This design comes from an exercise in tuning for small area, a short achievable clock period and few clock cycles per item on the open sky130 flow, not from production work. At most, simulation tests tie the RTL to the original design; equivalence was not proved.

main:
Design fpm, start of the top module:
module fpm(
  input clk,
  input rst,
  input [31:0] number_in,
  input number_a_valid,
  output number_a_ready,
  input number_b_valid,
  output number_b_ready,
  output [31:0] number_out,
  output result_valid
);
export LEC_CHECK = 0
export CAP_MARGIN = 20
export CORE_MARGIN = 2
export CORE_UTILIZATION = 40
export SETUP_SLACK_MARGIN = 5
export SLEW_MARGIN = 20
export SYNTH_HIERARCHICAL = 1
create_clock -name core_clock -period 9.0 [get_ports {clk}]
standard.sh (not shown) runs the stock make flow with config.mk's settings and CLKGATE_MAP_FILE= SYNTH_SCRIPT=/design/flow/synth_recipe.tcl, a recipe that flattens the netlist after the stock synthesis.
==> flow/flow/run.sh <==
#!/bin/bash
set -euo pipefail
bash standard.sh SETUP_SLACK_MARGIN=5.5 BUFFER_PORTS_ARGS=-buffer_cell\ sky130_fd_sc_hd__buf_1 CTS_ARGS=-sink_clustering_enable\ -repair_clock_nets\ -dont_use_dummy_load\ -buf_list\ sky130_fd_sc_hd__clkbuf_16\ -sink_clustering_size\ 30\ -sink_clustering_max_diameter\ 70 finish > standard.log 2>&1
The flow did not stop early for main: all stages ran, and the layout cleared the timing, design-rule and antenna checks.
Testbench counts of main, summed over its fixed seeds: cycles 6,440, items 3,200.
Input changes introduced in the feature branch (baseline for comparison: main):
Settings: changing CORE_UTILIZATION from 40 to 55.
### Flow results
In the reports for the feature branch and main, the larger largest net degree at the start of global routing belongs to main.
Of the feature branch and main, the lower post-route minimum period belongs to main.
The feature branch reports a higher global-route met3 utilization than main does.
Between the feature branch and main, the hold slack does not differ in any meaningful way.
Between the feature branch and main, the portion of the layout cell area used by clock cells does not differ in any meaningful way.
Sum of routed wire length over all layers was lower in the feature branch than in main.
Comparing main with the feature branch, the final critical-path share of the clock period came out essentially unchanged.


Another version of the RTL of fpm (not shown whole).
Size in the first run: ~2000 cells after synthesis, ~260 flip-flops, about 71 I/O pins.
Design fpm, start of the top module:
module fpm(
  input clk,
  input rst,
  input [31:0] number_in,
  input number_a_valid,
  output number_a_ready,
  input number_b_valid,
  output number_b_ready,
  output [31:0] number_out,
  output result_valid
);
export LEC_CHECK = 0
export CAP_MARGIN = 20
export CORE_MARGIN = 2
export CORE_UTILIZATION = 40
export SETUP_SLACK_MARGIN = 5
export SLEW_MARGIN = 20
export SYNTH_HIERARCHICAL = 1
export TNS_END_PERCENT = 5
create_clock -name core_clock -period 9.0 [get_ports {clk}]
==> flow/flow/run.sh <==
#!/bin/bash
set -euo pipefail
bash standard.sh SETUP_SLACK_MARGIN=5.5 BUFFER_PORTS_ARGS=-buffer_cell\ sky130_fd_sc_hd__buf_2 CTS_ARGS=-sink_clustering_enable\ -repair_clock_nets\ -dont_use_dummy_load\ -buf_list\ sky130_fd_sc_hd__clkbuf_8\ -sink_clustering_size\ 25 finish > standard.log 2>&1
The first run completed without violations.
Testbench counts at the start, summed over its fixed seeds: cycles 6,440, items 3,200.
Rerun with:
==> flow/flow/run.sh (replaced) <==
#!/bin/bash
set -euo pipefail
bash standard.sh SETUP_SLACK_MARGIN=5.5 BUFFER_PORTS_ARGS=-buffer_cell\ sky130_fd_sc_hd__buf_1 CTS_ARGS=-sink_clustering_enable\ -repair_clock_nets\ -dont_use_dummy_load\ -buf_list\ \{sky130_fd_sc_hd__clkbuf_16\ sky130_fd_sc_hd__clkbuf_8\}\ -sink_clustering_size\ 30 finish > standard.log 2>&1
TNS_END_PERCENT = unset   (was 5)
Outcome: The new run went through all stages and came out clean. Via count went down by 0.51%. Routed wire length decreases by 1.6%. Global-route usage goes down by 0.49 points. Flip-flop and latch count stays the same. Count of clock-buffer cells in the layout decreases by 16. Setup slack improves by 140 ps.
Rerun with:
==> flow/flow/run.sh (replaced) <==
#!/bin/bash
set -euo pipefail
bash standard.sh SETUP_SLACK_MARGIN=5.5 BUFFER_PORTS_ARGS=-buffer_cell\ sky130_fd_sc_hd__buf_1 CTS_ARGS=-sink_clustering_enable\ -repair_clock_nets\ -dont_use_dummy_load\ -buf_list\ sky130_fd_sc_hd__clkbuf_16\ -sink_clustering_size\ 40\ -sink_clustering_max_diameter\ 80 finish > standard.log 2>&1
Result:
- cell count is lower by about 0.37%
- setup slack got worse by 4.8 ps
- count of clock-buffer cells in the layout drops by 12
- routed wire length is about the same
- design area goes down by about 1%
- worst hold slack is worse by 55 ps
- sequential share of layout area climbs by 0.26 points
- non-clock buffer count rises by 3
Rerun with:
==> flow/flow/run.sh (replaced) <==
#!/bin/bash
set -euo pipefail
bash standard.sh SETUP_SLACK_MARGIN=5.5 BUFFER_PORTS_ARGS=-buffer_cell\ sky130_fd_sc_hd__buf_2 CTS_ARGS=-sink_clustering_enable\ -repair_clock_nets\ -dont_use_dummy_load\ -buf_list\ sky130_fd_sc_hd__clkbuf_8\ -sink_clustering_size\ 25 finish > standard.log 2>&1
What happened:
- cell area goes up slightly
- sequential share of layout area fell by 0.42 points
- global-route usage rises by 0.56 points
- setup slack loses 8.4 ps
- maximum frequency barely changes
- flip-flop and latch count is unchanged


## job 101
fpm, a different RTL version from the one above (not shown whole).
Size: about 1,800 cells after synthesis, ~260 flip-flops, about 71 I/O pins, roughly 19,000 µm² of cells after synthesis.
export LEC_CHECK = 0
export CAP_MARGIN = 20
export CORE_MARGIN = 2
export CORE_UTILIZATION = 40
export SETUP_SLACK_MARGIN = 5
export SLEW_MARGIN = 20
export SYNTH_HIERARCHICAL = 1
create_clock -name core_clock -period 9.0 [get_ports {clk}]
==> flow/flow/run.sh <==
#!/bin/bash
set -euo pipefail
bash standard.sh SETUP_SLACK_MARGIN=5.5 BUFFER_PORTS_ARGS=-buffer_cell\ sky130_fd_sc_hd__buf_1 CTS_ARGS=-sink_clustering_enable\ -repair_clock_nets\ -dont_use_dummy_load\ -buf_list\ sky130_fd_sc_hd__clkbuf_16\ -sink_clustering_size\ 30\ -sink_clustering_max_diameter\ 70 finish > standard.log 2>&1
Testbench counts of job 101, summed over its fixed seeds: cycles 6,440, items 3,200.
Here is what was changed in the inputs of job 102 compared with job 101.
==> flow/flow/run.sh <==
#!/bin/bash
set -euo pipefail
bash standard.sh SETUP_SLACK_MARGIN=5.5 RECOVER_POWER=100 BUFFER_PORTS_ARGS=-buffer_cell\ sky130_fd_sc_hd__buf_1 CTS_ARGS=-sink_clustering_enable\ -repair_clock_nets\ -dont_use_dummy_load\ -buf_list\ sky130_fd_sc_hd__clkbuf_16\ -sink_clustering_size\ 30\ -sink_clustering_max_diameter\ 70 finish > standard.log 2>&1
Findings:
- Job 101 went all the way through the flow, and no timing, DRC or antenna check failed.
- The flow completed for job 102, but it is not clean: the layout still shows max-capacitance violations, max-slew violations.
- Job 102 vs. job 101: count of nets left with antenna violations after detail routing held steady.
- Job 102: core utilization 0.50 points below job 101
- Maximum single-stage delay on the critical path: job 102 > job 101
- Comparing job 101 with job 102, the total via count in the routed design came out essentially unchanged.
- Re setup slack: job 101 and job 102 aren't equal, and the lower value belongs to job 102.
## Diff of input files: job 103 against job 102
==> flow/flow/run.sh <==
#!/bin/bash
set -euo pipefail
bash standard.sh SETUP_SLACK_MARGIN=5.6 BUFFER_PORTS_ARGS=-buffer_cell\ sky130_fd_sc_hd__buf_1 CTS_ARGS=-sink_clustering_enable\ -repair_clock_nets\ -dont_use_dummy_load\ -buf_list\ sky130_fd_sc_hd__clkbuf_16\ -sink_clustering_size\ 30\ -sink_clustering_max_diameter\ 70 finish > standard.log 2>&1
--- outcome ---
- The flow did not stop early for job 103: all stages ran, and the layout cleared the timing, design-rule and antenna checks.
- Job 103 against job 102: via total after detailed routing picked up an extra about 0.7%, non-filler instance count after layout picked up an extra 12, critical path depth picked up an extra 1, post-synthesis to final-layout area growth picked up an extra 2.8 points.
- Between job 102 and job 103, the flow reports routed wire length increasing slightly.
- Job 102 → job 103: HPWL after detailed placement picked up an extra 0.38%, global-route track usage on met2 grew by 0.77 points, sequential share of layout area went down by 0.59 points, utilization saw an increase.
- On job 103: first-pass GRT wire length is about 0.4% higher than what job 102 gave.
- Fraction of met1 tracks used by global routing (lower): job 103
Modified inputs, job 104 compared to job 103
==> flow/flow/run.sh <==
#!/bin/bash
set -euo pipefail
bash standard.sh SETUP_SLACK_MARGIN=5.5 BUFFER_PORTS_ARGS=-buffer_cell\ sky130_fd_sc_hd__buf_1 CTS_ARGS=-sink_clustering_enable\ -repair_clock_nets\ -dont_use_dummy_load\ -buf_list\ sky130_fd_sc_hd__clkbuf_16\ -sink_clustering_size\ 35\ -sink_clustering_max_diameter\ 80 finish > standard.log 2>&1
--- outcome ---
Clock-buffer cell count on job 104 is down relative to job 103.
Job 104 vs. job 103: critical path depth down 7; clock tree cell share of total cell area saw a decrease.


Another version of the RTL of fpm (not shown whole).
Size in the first run: ~160 flip-flops, about 71 I/O pins.
Settings: LEC_CHECK=0, CAP_MARGIN=20, CORE_MARGIN=2, CORE_UTILIZATION=40, SETUP_SLACK_MARGIN=2, SLEW_MARGIN=20; clock period 9.0 ns.
run.sh (not shown) runs the stock make flow with config.mk's settings and CLKGATE_MAP_FILE= SYNTH_SCRIPT=/design/flow/synth_recipe.tcl, a recipe that flattens the netlist after the stock synthesis.
Stock flow here: none of the scripts above is used.
Testbench counts at the start, summed over its fixed seeds: cycles 6,416, items 3,200.
Rerun with:
Settings changed: SETUP_SLACK_MARGIN 2 to 4.
Outcome:
- The changed run produced a clean layout
- fmax rises by 0.89%
- final cell count rose by about 4.7%
- global-route usage is higher by 1.6 points
- via count went up by 5.0%
- routed wire length increases by about 9%
- die area does not change
- sequential cell count is unchanged
Rerun with:
Settings changed: SETUP_SLACK_MARGIN 4 to not set.
The changed run produced a clean layout. Utilization came out lower by 6.5 points. Final cell count came out lower by a few percent. Wire length came out lower by about a fifth.


== raven ==
fpm, a different RTL version from the one above (not shown whole).
Size: roughly 2000 cells after synthesis, about 250 flip-flops, about 71 I/O pins, ~20000 µm² of cells after synthesis.
Design fpm, start of the top module:
module fpm(
  input clk,
  input rst,
  input [31:0] number_in,
  input number_a_valid,
  output number_a_ready,
  input number_b_valid,
  output number_b_ready,
  output [31:0] number_out,
  output result_valid
);
  reg phase;             
  reg nrm_a, nrm_b;      
  reg vx, vy, vz, vw;    
  reg slow;              
  reg rv;
  reg ar_q, br_q;        
  reg [31:0] ra, rb;
  reg [4:0]  k;          
  reg [12:0] mm;         
  reg [36:0] tsn, tcn;   
  reg        c13, stlo;  
  reg [9:0]  s1_e;       
  reg        s1_s, s1_nan, s1_inf, s1_zero, s1_slow;
  reg [25:0] sig;        
  reg [9:0]  e;          
  reg        le0;        
  reg        s2_s, s2_nan, s2_inf, s2_zero;
  reg [31:0] out;
  wire [7:0] ea = ra[30:23];
  wire [7:0] eb = rb[30:23];
  wire ha = |ea;
  wire hb = |eb;
  wire [23:0] ma = {ha, ra[22:0]};
  wire [23:0] mb = {hb, rb[22:0]};
  wire fa0 = ~|ra[22:0];
  wire fb0 = ~|rb[22:0];
  wire a_zero = ~ha & fa0;
  wire b_zero = ~hb & fb0;
  wire a_max = &ea;
  wire b_max = &eb;
  wire a_nan = a_max & ~fa0;
  wire b_nan = b_max & ~fb0;
  wire a_inf = a_max & fa0;
  wire b_inf = b_max & fb0;
  wire [7:0] ein = number_in[30:23];
  wire in_f0 = ~|number_in[22:0];
  wire in_sub = ~|ein & ~in_f0;
  wire in_spec = (~|ein & in_f0) | &ein;
  wire a_sub = ~ha & ~fa0;
  wire a_spec = a_zero | a_max;
  wire go_a = a_sub & ~in_sub & ~in_spec;
  wire go_b = in_sub & ~a_sub & ~a_spec;
  wire normalising = nrm_a | nrm_b;
  wire vx_next;
  wire a_fire = number_a_valid & ar_q;
  wire b_fire = number_b_valid & br_q;
  assign number_a_ready = ar_q;
  assign number_b_ready = br_q;
  assign result_valid = rv;
  assign number_out = out;
  wire phase_n = a_fire | (phase & ~b_fire);
  wire nrm_a_n = b_fire ? go_a : (nrm_a & ~ra[22]);
  wire nrm_b_n = b_fire ? go_b : (nrm_b & ~rb[22]);
  wire slow_set = vx & ~x_nan & ~x_inf & ~x_zero & (ex[9] | (ex[9:1] == 9'd0));
  wire slow_n = slow_set | (slow & ~(vw & ~busy & ~vy & ~vz));
  assign vx_next = rst & ((b_fire & ~go_a & ~go_b) | (nrm_a & ra[22]) | (nrm_b & rb[22]));
  wire [23:0] acc_s = ~tsn[36:13] & {24{~vx}};
  wire [23:0] acc_c = ~tcn[36:13] & {24{~vx}};
  wire [36:0] tree_sn, tree_cn;
  wire t1 = ~(mb[0] & mm[0]);
  wire t2 = ~(acc_s[0]);
  wire t3 = ~(acc_c[0]);
  wire t4 = ~(mb[1] & mm[0]);
  ...
==> flow/config.mk <==
export PLATFORM = sky130hd
export DESIGN_NAME = fpm
export DESIGN_NICKNAME = fpm
export VERILOG_FILES = /design/flow/design.v
export SDC_FILE = /design/flow/constraint.sdc
export NUM_CORES = 4
export LEC_CHECK = 0
export CAP_MARGIN = 20
export CORE_MARGIN = 2
export CORE_UTILIZATION = 40
export SETUP_SLACK_MARGIN = 5
export SLEW_MARGIN = 20
export SYNTH_HIERARCHICAL = 1
==> flow/constraint.sdc <==
create_clock -name core_clock -period 9.0 [get_ports {clk}]
set_input_delay 1.8000 -clock core_clock [delete_from_list [all_inputs] [get_ports {clk}]]
set_output_delay 1.8000 -clock core_clock [all_outputs]
set_load 0.01 [all_outputs]
standard.sh (not shown) runs the stock make flow with config.mk's settings and CLKGATE_MAP_FILE= SYNTH_SCRIPT=/design/flow/synth_recipe.tcl, a recipe that flattens the netlist after the stock synthesis.
==> flow/flow/run.sh <==
#!/bin/bash
set -euo pipefail
bash standard.sh SETUP_SLACK_MARGIN=6 finish > standard.log 2>&1
raven: flow completed, timing, DRC and antenna clean
Relative to raven, the following input files were edited for amber:
==> flow/run.sh (new file) <==
#!/bin/bash
# synth_recipe.tcl (not shown) runs the flow's synth.tcl, then flattens the netlist and writes it again
# the make line also repeats each setting of config.mk as NAME=value (left out here)
make -C /OpenROAD-flow-scripts/flow DESIGN_CONFIG=/design/flow/config.mk WORK_HOME=/design/flow/orfs CLKGATE_MAP_FILE= SYNTH_SCRIPT=/design/flow/synth_recipe.tcl finish
removed: flow/flow/run.sh
removed: flow/standard.sh
[summary]
amber completed every stage of the flow, and the final layout passed the timing, design-rule and antenna checks. The number of inserted filler cells in the final layout of amber exceeds that of raven by 15%. In the reports for amber and raven, the larger signed area change from the synthesized netlist to the final layout belongs to raven. amber vs. raven: wire length of the first global-routing pass went down by about 11%, non-clock buffer contribution to total cell area moved down. Compare amber and raven | count of instances resized after the clock tree is built higher: raven.
Function was not checked in any run of this note: the RTL went through the layout flow alone.


Setup of run 1:
fpm, a different RTL version from the one above (not shown whole).
For scale: about 20000 um^2 of cells after synthesis.
clock: 9.0 ns
lec_check: 0
cap_margin: 20
core_margin: 2
core_utilization: 40
cts_buf_list: sky130_fd_sc_hd__clkbuf_4
setup_slack_margin: 5
slew_margin: 20
synth_hierarchical: 1
run.sh (not shown) runs the stock make flow with config.mk's settings and CLKGATE_MAP_FILE= SYNTH_SCRIPT=/design/flow/synth_recipe.tcl, a recipe that flattens the netlist after the stock synthesis.
Stock flow here: none of the scripts above is used.
Every stage of the flow completed for run 1, and the final layout passed the timing, design-rule and antenna checks.
Testbench counts of run 1, summed over its fixed seeds: cycles 6,440, items 3,200.
What run 2 does differently from run 1 at the input level:
==> flow/flow/run.sh (new file) <==
#!/bin/bash
set -euo pipefail
bash standard.sh SETUP_SLACK_MARGIN=5.5 "BUFFER_PORTS_ARGS=-buffer_cell sky130_fd_sc_hd__buf_2" finish > standard.log 2>&1
==> flow/standard.sh (new file) <==
#!/bin/bash
# synth_recipe.tcl (not shown) runs the flow's synth.tcl, then flattens the netlist and writes it again
# the make line also repeats each setting of config.mk as NAME=value (left out here)
make -C /OpenROAD-flow-scripts/flow DESIGN_CONFIG=/design/flow/config.mk WORK_HOME=/design/flow/orfs CLKGATE_MAP_FILE= SYNTH_SCRIPT=/design/flow/synth_recipe.tcl "${@:-finish}"
--- a/flow/config.mk
+++ b/flow/config.mk
@@ -11 +10,0 @@
-export CTS_BUF_LIST = sky130_fd_sc_hd__clkbuf_4
removed: flow/run.sh
==> comparison <==
Run 2 ended with more depth of the worst register-to-register path than run 1. On global-route wire length before repair, run 2 tracks run 1 almost exactly. After detailed routing, run 1 needs more wire than run 2.
--- input diff run 2..run 3 ---
==> flow/flow/run.sh <==
#!/bin/bash
set -euo pipefail
bash standard.sh SETUP_SLACK_MARGIN=5.5 "BUFFER_PORTS_ARGS=-buffer_cell sky130_fd_sc_hd__buf_2" "CTS_ARGS=-sink_clustering_enable -repair_clock_nets -dont_use_dummy_load" finish > standard.log 2>&1
==> summary.txt <==
- Taking run 2 as the reference point, the end-of-flow core utilization of run 3 falls by 0.59 points.
- The wire length of the first global-routing pass was comparable across run 3 and run 2.
- Between run 2 and run 3, post-layout instance area decreased.
- When the final numbers for run 3 and run 2 were put side by side, the count of buffers not belonging to the clock network in the layout turned out to be smaller in run 2.
- Highest attainable clock frequency for run 3: 2.0 MHz down relative to run 2
diff inputs: run 3 => run 4
==> flow/flow/run.sh <==
#!/bin/bash
set -euo pipefail
bash standard.sh SETUP_SLACK_MARGIN=5.5 BUFFER_PORTS_ARGS=-buffer_cell\ sky130_fd_sc_hd__buf_2 CTS_ARGS=-sink_clustering_enable\ -repair_clock_nets\ -dont_use_dummy_load\ -buf_list\ sky130_fd_sc_hd__clkbuf_8\ -sink_clustering_size\ 25 finish > standard.log 2>&1
--- a/flow/config.mk
+++ b/flow/config.mk
@@ -10 +10,2 @@
-export CORE_UTILIZATION = 40
+export CORE_UTILIZATION = 65
+export PLACE_DENSITY = 0.75
Every stage of the flow completed for run 4, and the final layout passed the timing, design-rule and antenna checks. Compare run 4 and run 3 | standard-cell row count lower: run 4. Between run 4 and run 3, the die area is higher for run 3. Diff run 4..run 3 | simple-gate area share of the yosys netlist | unchanged. Run 4 ended up with a lower area growth from synthesis to layout than run 3 did. The global-route wire length before repair of run 4 falls short of that of run 3 by 2.2 mm. Run 4 has count of clock buffers in the final design above what run 3 had.

## port drivers added, routing unchanged
How much do the figures lean on ideal ports? The routed layouts below were timed once more, with nothing changed but the port constraints.
Step 1 sets driving cells, clkbuf_16 on the clock port and buf_2 on the other inputs (assumed; they add their load-dependent delay and slew).
Step 2 adds t to the input delays and takes it off the output delays; t is the mean of the earliest and latest rising clock arrival at the registers after step 1. Input paths then give back, and output paths get back, about the clock's delay inside the block.
Slacks: ideal / step 1 / step 2; pairs: ideal / step 1.
run	t (ns)	setup slack, ns	clock arrival spread, ns	slew at the worst register clock pin (ns)	worst data-port slew with drivers (ns)
main	0.583	5.580 / 5.580 / 5.471	0.042 / 0.041	0.09 / 0.09	0.04
the feature branch	0.575	5.574 / 5.574 / 5.529	0.057 / 0.057	0.11 / 0.11	0.05
the first run of note 2	0.643	5.458 / 5.458 / 5.458	0.052 / 0.051	0.07 / 0.07	0.05
the second run of note 2	0.619	5.594 / 5.594 / 5.504	0.036 / 0.036	0.06 / 0.06	0.05
the third run of note 2	0.571	5.590 / 5.590 / 5.463	0.066 / 0.065	0.11 / 0.11	0.05
the fourth run of note 2	0.641	5.581 / 5.581 / 5.496	0.050 / 0.050	0.07 / 0.07	0.05
job 101	0.589	5.600 / 5.600 / 5.481	0.053 / 0.053	0.09 / 0.09	0.04
job 102	0.588	3.985 / 3.985 / 3.985	0.053 / 0.053	0.09 / 0.09	0.04
job 103	0.581	5.633 / 5.633 / 5.477	0.063 / 0.064	0.10 / 0.10	0.04
job 104	0.586	5.568 / 5.568 / 5.509	0.076 / 0.076	0.12 / 0.12	0.04
the first run of note 4	0.497	2.117 / 2.131 / 1.633	0.014 / 0.013	0.07 / 0.07	0.04
the second run of note 4	0.497	2.177 / 2.128 / 1.631	0.012 / 0.012	0.07 / 0.07	0.15
the third run of note 4	0.495	0.839 / 0.853 / 0.358	0.009 / 0.009	0.07 / 0.07	0.06
raven	0.629	5.364 / 5.364 / 5.364	0.030 / 0.030	0.07 / 0.07	0.04
amber	0.619	5.192 / 5.192 / 4.833	0.019 / 0.019	0.07 / 0.07	0.05
run 1	0.828	5.154 / 5.154 / 5.110	0.044 / 0.044	0.08 / 0.08	0.04
run 2	0.618	5.602 / 5.602 / 5.527	0.021 / 0.022	0.07 / 0.07	0.04
run 3	0.609	5.579 / 5.579 / 5.483	0.042 / 0.042	0.06 / 0.06	0.04
run 4	0.598	5.526 / 5.526 / 5.525	0.085 / 0.085	0.07 / 0.07	0.05
For the second run of note 4, which loses most, drivers alone change the setup slack by -0.049 ns; drivers and shift together by -0.546 ns.
